This design comes from an exercise in tuning for small area on the open sky130 flow, not from production work. Function was checked by simulation only, so behaviour that the tests miss may differ from the original.

==> flow/config.mk <==
export PLATFORM = sky130hd
export DESIGN_NAME = calc_func_top
export DESIGN_NICKNAME = calc_func_top
export VERILOG_FILES = /design/flow/design.v
export SDC_FILE = /design/flow/constraint.sdc
export NUM_CORES = 4
export LEC_CHECK = 0
export CAP_MARGIN = 20
export CORE_MARGIN = 2
export CORE_UTILIZATION = 40
export SLEW_MARGIN = 20
==> flow/constraint.sdc <==
create_clock -name core_clock -period 35.0 [get_ports {clk}]
set_input_delay 7.0000 -clock core_clock [delete_from_list [all_inputs] [get_ports {clk}]]
set_output_delay 7.0000 -clock core_clock [all_outputs]
set_load 0.01 [all_outputs]
==> flow/design.v <==
module calc_func_top(
    input clk,
    input rst,
    input [15:0] sw,
    input btnC,
    input btnU,
    input btnD,
    input btnR,
    input btnL,
    output [3:0] an,
    output [6:0] seg,
    output dp,
    output [15:0] led
    );
    wire [7:0] a = sw[15:8];
    wire [7:0] b = sw[7:0];
    reg [3:0] dcnt;
    always @(posedge clk)
        if (rst) dcnt <= 4'd0;
        else     dcnt <= dcnt + 4'd1;
    wire sen  = (dcnt == 4'd7);      
    wire post = (dcnt == 4'd8);      
    wire lvl_c, lvl_u, lvl_d, lvl_r, lvl_l;
    wire new_u, new_d, new_r, new_l;
    deb dc (.clk(clk), .rst(rst), .sen(sen), .btn(btnC), .lvl(lvl_c), .fresh());
    deb du (.clk(clk), .rst(rst), .sen(sen), .btn(btnU), .lvl(lvl_u), .fresh(new_u));
    deb dd (.clk(clk), .rst(rst), .sen(sen), .btn(btnD), .lvl(lvl_d), .fresh(new_d));
    deb dr (.clk(clk), .rst(rst), .sen(sen), .btn(btnR), .lvl(lvl_r), .fresh(new_r));
    deb dl (.clk(clk), .rst(rst), .sen(sen), .btn(btnL), .lvl(lvl_l), .fresh(new_l));
    wire add_p  = post & new_u;
    wire mult_p = post & new_r;
    wire sub_p  = post & new_d;
    wire div_p  = post & new_l;
    wire sel_add  = lvl_c & lvl_u;
    wire sel_mult = lvl_c & lvl_r & ~lvl_u;
    wire sel_sub  = lvl_c & lvl_d & ~lvl_u & ~lvl_r;
    wire sel_div  = lvl_c & lvl_l & ~lvl_u & ~lvl_r & ~lvl_d;
    reg [2:0] state;
    always @(posedge clk)
        if (rst) state <= 3'd0;
        else     state <= {sel_div, sel_mult | sel_sub, sel_add | sel_sub};
    reg [1:0] addr;
    always @(posedge clk)
        if (rst)         addr <= 2'd0;
        else if (add_p)  addr <= 2'd0;
        else if (mult_p) addr <= 2'd1;
        else if (sub_p)  addr <= 2'd2;
        else if (div_p)  addr <= 2'd3;
    assign led = {~sel_add, ~sel_mult, ~sel_sub, ~sel_div, 5'd0, state, 2'd0, addr};
    wire is_add  = (state == 3'd1);
    wire is_mult = (state == 3'd2);
    wire is_sub  = (state == 3'd3);
    wire is_div  = state[2];
    wire [8:0] as = {1'b0, a} + {1'b0, b ^ {8{is_sub}}} + {8'd0, is_sub};
    wire [15:0] r_as = is_sub ? {{8{~as[8]}}, as[7:0]} : {7'd0, as};
    wire [15:0] r_mul = a * b;
    wire bz = (b == 8'd0);
    wire [7:0] q;
    wire [7:0] r7, r6, r5, r4, r3, r2, r1;
    divstep #(1) s7 (.t(a[7]),           .b(b), .q(q[7]), .rout(r7[0:0]));
    divstep #(2) s6 (.t({r7[0:0], a[6]}), .b(b), .q(q[6]), .rout(r6[1:0]));
    divstep #(3) s5 (.t({r6[1:0], a[5]}), .b(b), .q(q[5]), .rout(r5[2:0]));
    divstep #(4) s4 (.t({r5[2:0], a[4]}), .b(b), .q(q[4]), .rout(r4[3:0]));
    divstep #(5) s3 (.t({r4[3:0], a[3]}), .b(b), .q(q[3]), .rout(r3[4:0]));
    divstep #(6) s2 (.t({r3[4:0], a[2]}), .b(b), .q(q[2]), .rout(r2[5:0]));
    divstep #(7) s1 (.t({r2[5:0], a[1]}), .b(b), .q(q[1]), .rout(r1[6:0]));
    divstep #(8) s0 (.t({r1[6:0], a[0]}), .b(b), .q(q[0]), .rout());
    assign r7[7:1] = 7'd0; assign r6[7:2] = 6'd0; assign r5[7:3] = 5'd0;
    assign r4[7:4] = 4'd0; assign r3[7:5] = 3'd0; assign r2[7:6] = 2'd0; assign r1[7] = 1'b0;
    wire [15:0] r_div = {{8{bz}}, q};
    wire [15:0] data_in = is_div ? r_div : is_mult ? r_mul : r_as;
    reg [15:0] mem0, mem1, mem2, mem3, disp;
    wire wr = |state;
    wire [15:0] wdata = rst ? 16'd0 : data_in;
    always @(posedge clk) begin
        if (rst | (wr & (addr == 2'd0))) mem0 <= wdata;
        if (rst | (wr & (addr == 2'd1))) mem1 <= wdata;
        if (rst | (wr & (addr == 2'd2))) mem2 <= wdata;
        if (rst | (wr & (addr == 2'd3))) mem3 <= wdata;
    end
    reg [15:0] rdata;
    always @(*)
        case (addr)
            2'd0: rdata = mem0;
            2'd1: rdata = mem1;
            2'd2: rdata = mem2;
            default: rdata = mem3;
        endcase
    always @(posedge clk)
        if (rst)      disp <= 16'd0;
        else if (!wr) disp <= rdata;
    reg [2:0] cnt;
    reg clkd;
    reg [1:0] dig;
    always @(posedge clk)
        if (rst) begin
            cnt <= 3'd0; clkd <= 1'b0; dig <= 2'd0;
        end else if (cnt[2]) begin
            cnt <= 3'd0; clkd <= ~clkd;
            if (!clkd) dig <= dig + 2'd1;
        end else
            cnt <= cnt + 3'd1;
    assign an = ~(4'd1 << dig);
    reg [3:0] nib;
    always @(*)
        case (dig)
            2'd0: nib = disp[3:0];
            2'd1: nib = disp[7:4];
            2'd2: nib = disp[11:8];
            default: nib = disp[15:12];
        endcase
    reg [6:0] s;
    always @(*)
        case (nib)
            4'h0: s = 7'b1000000;
            4'h1: s = 7'b1111001;
            4'h2: s = 7'b0100100;
            4'h3: s = 7'b0110000;
            4'h4: s = 7'b0011001;
            4'h5: s = 7'b0010010;
            4'h6: s = 7'b0000010;
            4'h7: s = 7'b1111000;
            4'h8: s = 7'b0000000;
            4'h9: s = 7'b0011000;
            4'ha: s = 7'b0001000;
            4'hb: s = 7'b0000011;
            4'hc: s = 7'b1000110;
            4'hd: s = 7'b0100001;
            4'he: s = 7'b0000110;
            default: s = 7'b0001110;
        endcase
    assign seg = s;
    assign dp = 1'b1;
endmodule
module deb(
    input clk,
    input rst,
    input sen,
    input btn,
    output lvl,
    output fresh
    );
    reg [4:0] c;
    always @(posedge clk)
        if (rst)
            c <= 5'd0;
        else if (sen)
            c <= !btn ? 5'd0 : (c >= 5'd20) ? 5'd21 : c + 5'd1;
    assign lvl = (c >= 5'd20);
    assign fresh = (c == 5'd20);
endmodule
module divstep #(parameter W = 8) (
    input [W-1:0] t,
    input [7:0] b,
    output q,
    output [W-1:0] rout
    );
    wire hi_zero;
    generate
        if (W < 8) begin : g_hi
            assign hi_zero = (b[7:W] == 0);
        end else begin : g_nohi
            assign hi_zero = 1'b1;
        end
    endgenerate
    wire [W:0] d = {1'b0, t} - {1'b0, b[W-1:0]};
    assign q = hi_zero & ~d[W];
    assign rout = q ? d[W-1:0] : t;
endmodule
==> flow/run.sh <==
#!/bin/bash
# synth_recipe.tcl (not shown) runs the flow's synth.tcl, then flattens the netlist and writes it again
# the make line also repeats each setting of config.mk as NAME=value (left out here)
make -C /OpenROAD-flow-scripts/flow DESIGN_CONFIG=/design/flow/config.mk WORK_HOME=/design/flow/orfs CLKGATE_MAP_FILE= SYNTH_SCRIPT=/design/flow/synth_recipe.tcl finish
==> results_dict.tcl <==
set metrics [dict create \
    cts-root-buf "clkbuf_16" \
    overflow 0 \
    slowest_delay_ns 0.72 \
    num-nets-final 1238 \
    cp_data_arrival_time_ns 18.48 \
    place_congestion 0.8847 \
    netlist_instances 1026 \
    report.power.total_w 0.0004769 \
    slowest_stage "clkdlybuf4s50_1" \
    start_util_pct 40.90 \
    ys_types 71 \
    grt_pass1_wl_mm 36.38 \
    netlist_top_cells_area "edfxtp_1, ha_1, dfxtp_1" \
    p_sw_share_pct 30.83 \
    cp_max_fo 12 \
    synth-edff-count 64 \
    synth_area_um2 9657 \
    hold_viol_final 0 \
    die_x_um 159.4 \
    avgSynthCellArea_um2 9.412 \
    dr.pass1.iters 6 \
    fillCellCount 2268 \
    comb_power_share_pct 30.2 \
    synth_top_area_share_pct 19.90 \
    maxSlewViolCount 0 \
    yosysMostFrequentCell "nand2_1" \
    vias_per_cell 5.381 \
    remaining_drc_errors 0 \
    place_area_um2 10380 \
    grt_util_all_layers_pct 17.48 \
    reg2reg_from "state[2]$_SDFF_PP0_" \
    finalSetupTns_ns 0 \
    worst_slew_pin_slew_ns 1.056 \
    die_y_um 159.4 \
    ios 51 \
    synthArstFlopShare_pct 0 \
    powerDensity_nw_per_um2 43.42 \
    antenna_cells 0 \
    die_area_um2 25400 \
    yosysTopAreaCell "edfxtp_1" \
    post_cts_buffers 0 \
    r2r-end "mem1[13]$_DFFE_PP_" \
    first_global_vias 7243 \
    detail_route.wirelength_mm 21.97 \
    crit_buf_inv 4 \
    cts_buffers 17 \
    grt_max_degree 64 \
    fp-row-count 56 \
    cts_buffer_depth 2 \
    total_leakage_power_nw 4.637 \
    worstHoldStart "cnt[0]$_SDFF_PP0_" \
    post-route-min-period_ns 18.34 \
    grt_antenna_before_repair 0 \
    hold_class "reg2reg" \
    worstRegToRegCells 16 \
    synthTopCellsByCount "nand2_1, ha_1, inv_1" \
    dp_hpwl_mm 16.39 \
    reg2reg_slack_ns 30.67 \
    setup_viol 0 \
    wl_per_cell_um 15.76 \
    internal_power_w 0.0003298 \
    max-vdd-ir-drop_mv 0.03300 \
    synth_seq_area_share_pct 31.51 \
    maxSlewHeadroom_pct 28.89 \
    htree_levels 4 \
    cts_resized 0 \
    synthFlopType "edfxtp_1" \
    initialDrtViolationCount 561 \
    fmax_mhz 54.54 \
    cts_num_sinks 120 \
    crit_path_start_kind "primary input" \
    design_area_um2 10980 \
    clock_latency_ns 0.41 \
    crit_required_ns 35.14 \
    clockPowerShare_pct 36.6 \
    drv_cap 0 \
    min_to "cnt[0]$_SDFF_PP0_" \
    status "no timing/DRC/antenna violations" \
    layout-area-overhead-vs-synth_pct 13.73 \
    fin_skew_ns 0.01050 \
    port-buffer-count 42 \
    rsz0062_at_grt "no" \
    cp_top_family "compound AO/OA/AOI/OAI gates" \
    cts_hold_buffers 0 \
    cts.clk_slew.worst_paths_ns 0.05 \
    core-area_um2 23610 \
    cts_tree "done" \
    seqPwrFrac_pct 33.2 \
    vias 7501 \
    cp-end-kind "flop" \
    ys.warnings.count 2 \
    critical_path_class "in2reg" \
    drive_gt1_share_pct 6.977 \
    postRouteAntennaNets 0 \
    fin_crit_sh_pct 52.39 \
    p_sw_w 0.0001470 \
    synth_seq_cells 120 \
    hold_depth 1 \
]
[registers in the layout, indices dropped and copies added, names as in the netlist]
name	count
disp	16
mem0	16
mem1	16
mem2	16
mem3	16
dc.c	5
dd.c	5
dl.c	5
dr.c	5
du.c	5
dcnt	4
cnt	3
state	3
addr	2
dig	2
clkd	1
[final cells by class]
cell class	count	area, um^2	share of cell area [%]
clock buffers	17	425.4	3.873
repair buffers	52	490.5	4.466
multi-input cells	762	6040	54.99
inverters	109	409.1	3.725
clock inverters	15	176.4	1.606
flip-flops and latches	120	3043	27.71
well taps	319	399.1	3.634
[layer usage]
layer / up-vias / part of all wire, % / global-route usage, % / wire length (um)
met2: 198 / 47 / 29.17 / 10300
met4: 0 / 1.8 / 5.248 / 403
li1: 3712 / - / - / -
met3: 30 / 4.0 / 2.631 / 874
met1: 3561 / 47 / 23.53 / 10390
met5: - / 0 / 0 / 0
[worst max path at each step]
stage	end	startpoint	slack, ns	depth (start not counted)
floorplan	mem0[0]$_DFFE_PP_	sw[5]	17.94	45
global placement	mem0[0]$_DFFE_PP_	sw[7]	16.56	44
detailed placement	mem0[0]$_DFFE_PP_	sw[7]	16.28	44
CTS	mem2[0]$_DFFE_PP_	sw[7]	16.70	44
global route	mem2[0]$_DFFE_PP_	sw[7]	15.80	44
finish	mem2[0]$_DFFE_PP_	sw[7]	16.66	44
[power by group through the flow]
stage          sequential [W]  combinational (W)  clock (W)
6_report             0.000158           0.000144   0.000175
5_1_grt              0.000159           0.000164   0.000184
4_1_cts              0.000158           0.000145   0.000178
3_5_place_dp         0.000161           0.000143          0
3_3_place_gp         0.000161           0.000143          0
2_1_floorplan        0.000160           0.000109          0
[placed cells by master (no fill, tap or decap), drive strengths merged, types with 17 or more instances in the layout]
| master | n |
|---|---|
| nand2 | 113 |
| ha | 110 |
| inv | 108 |
| nor2 | 72 |
| a21oi | 71 |
| edfxtp | 64 |
| dfxtp | 56 |
| fa | 43 |
| o21ai | 42 |
| clkdlybuf4s50 | 41 |
| nor3 | 28 |
| nand3 | 26 |
| nor2b | 18 |
| xnor2 | 18 |
| clkbuf | 17 |
[cell families after synthesis]
logic type / synth area share [%]
compound gates: 14.50
fa+ha+maj: 23.17
flops: 31.51
mux: 6.116
xor+xnor: 2.539
simple gates: 15.81
buf+inv: 6.284
other cells: 0.07777
[through the flow]
stage	setup slack [ns]	instances	hold WS, ns	utilization [%]
floorplan	17.94	1032	0.3977	-
global placement	16.56	1361	0.4144	43.93
detailed placement	16.28	1362	0.4137	43.96
CTS	16.70	1394	0.4275	46.51
global route	15.80	1394	0.4598	46.51
finish	16.66	1394	0.4276	46.51

## separate check: timing with driven ports
The results above use ideal ports. As a check the final layout listed here was re-extracted and re-timed, cells and wires unchanged. Step 1 sets driving cells, clkbuf_16 on the clock port and buf_2 on the other inputs (assumed; they add their load-dependent delay and slew). Step 2 moves the port delays by t, midway between the first and last clock arrival at a register: inputs arrive t later, outputs are due t later. That takes back most of the time a late clock gives input paths. Three values: no drivers, after step 1, after step 2; two values: the first two.
t (ns): 0.449
setup slack, ns: 16.665 / 16.686 / 16.237
hold slack, ns: 0.428 / 0.428 / 0.428
worst data-port slew with drivers (ns): 0.04
After both steps setup and hold are still met in this run. The setup slack of this run moves by +0.021 ns with the drivers and by -0.428 ns with both steps.
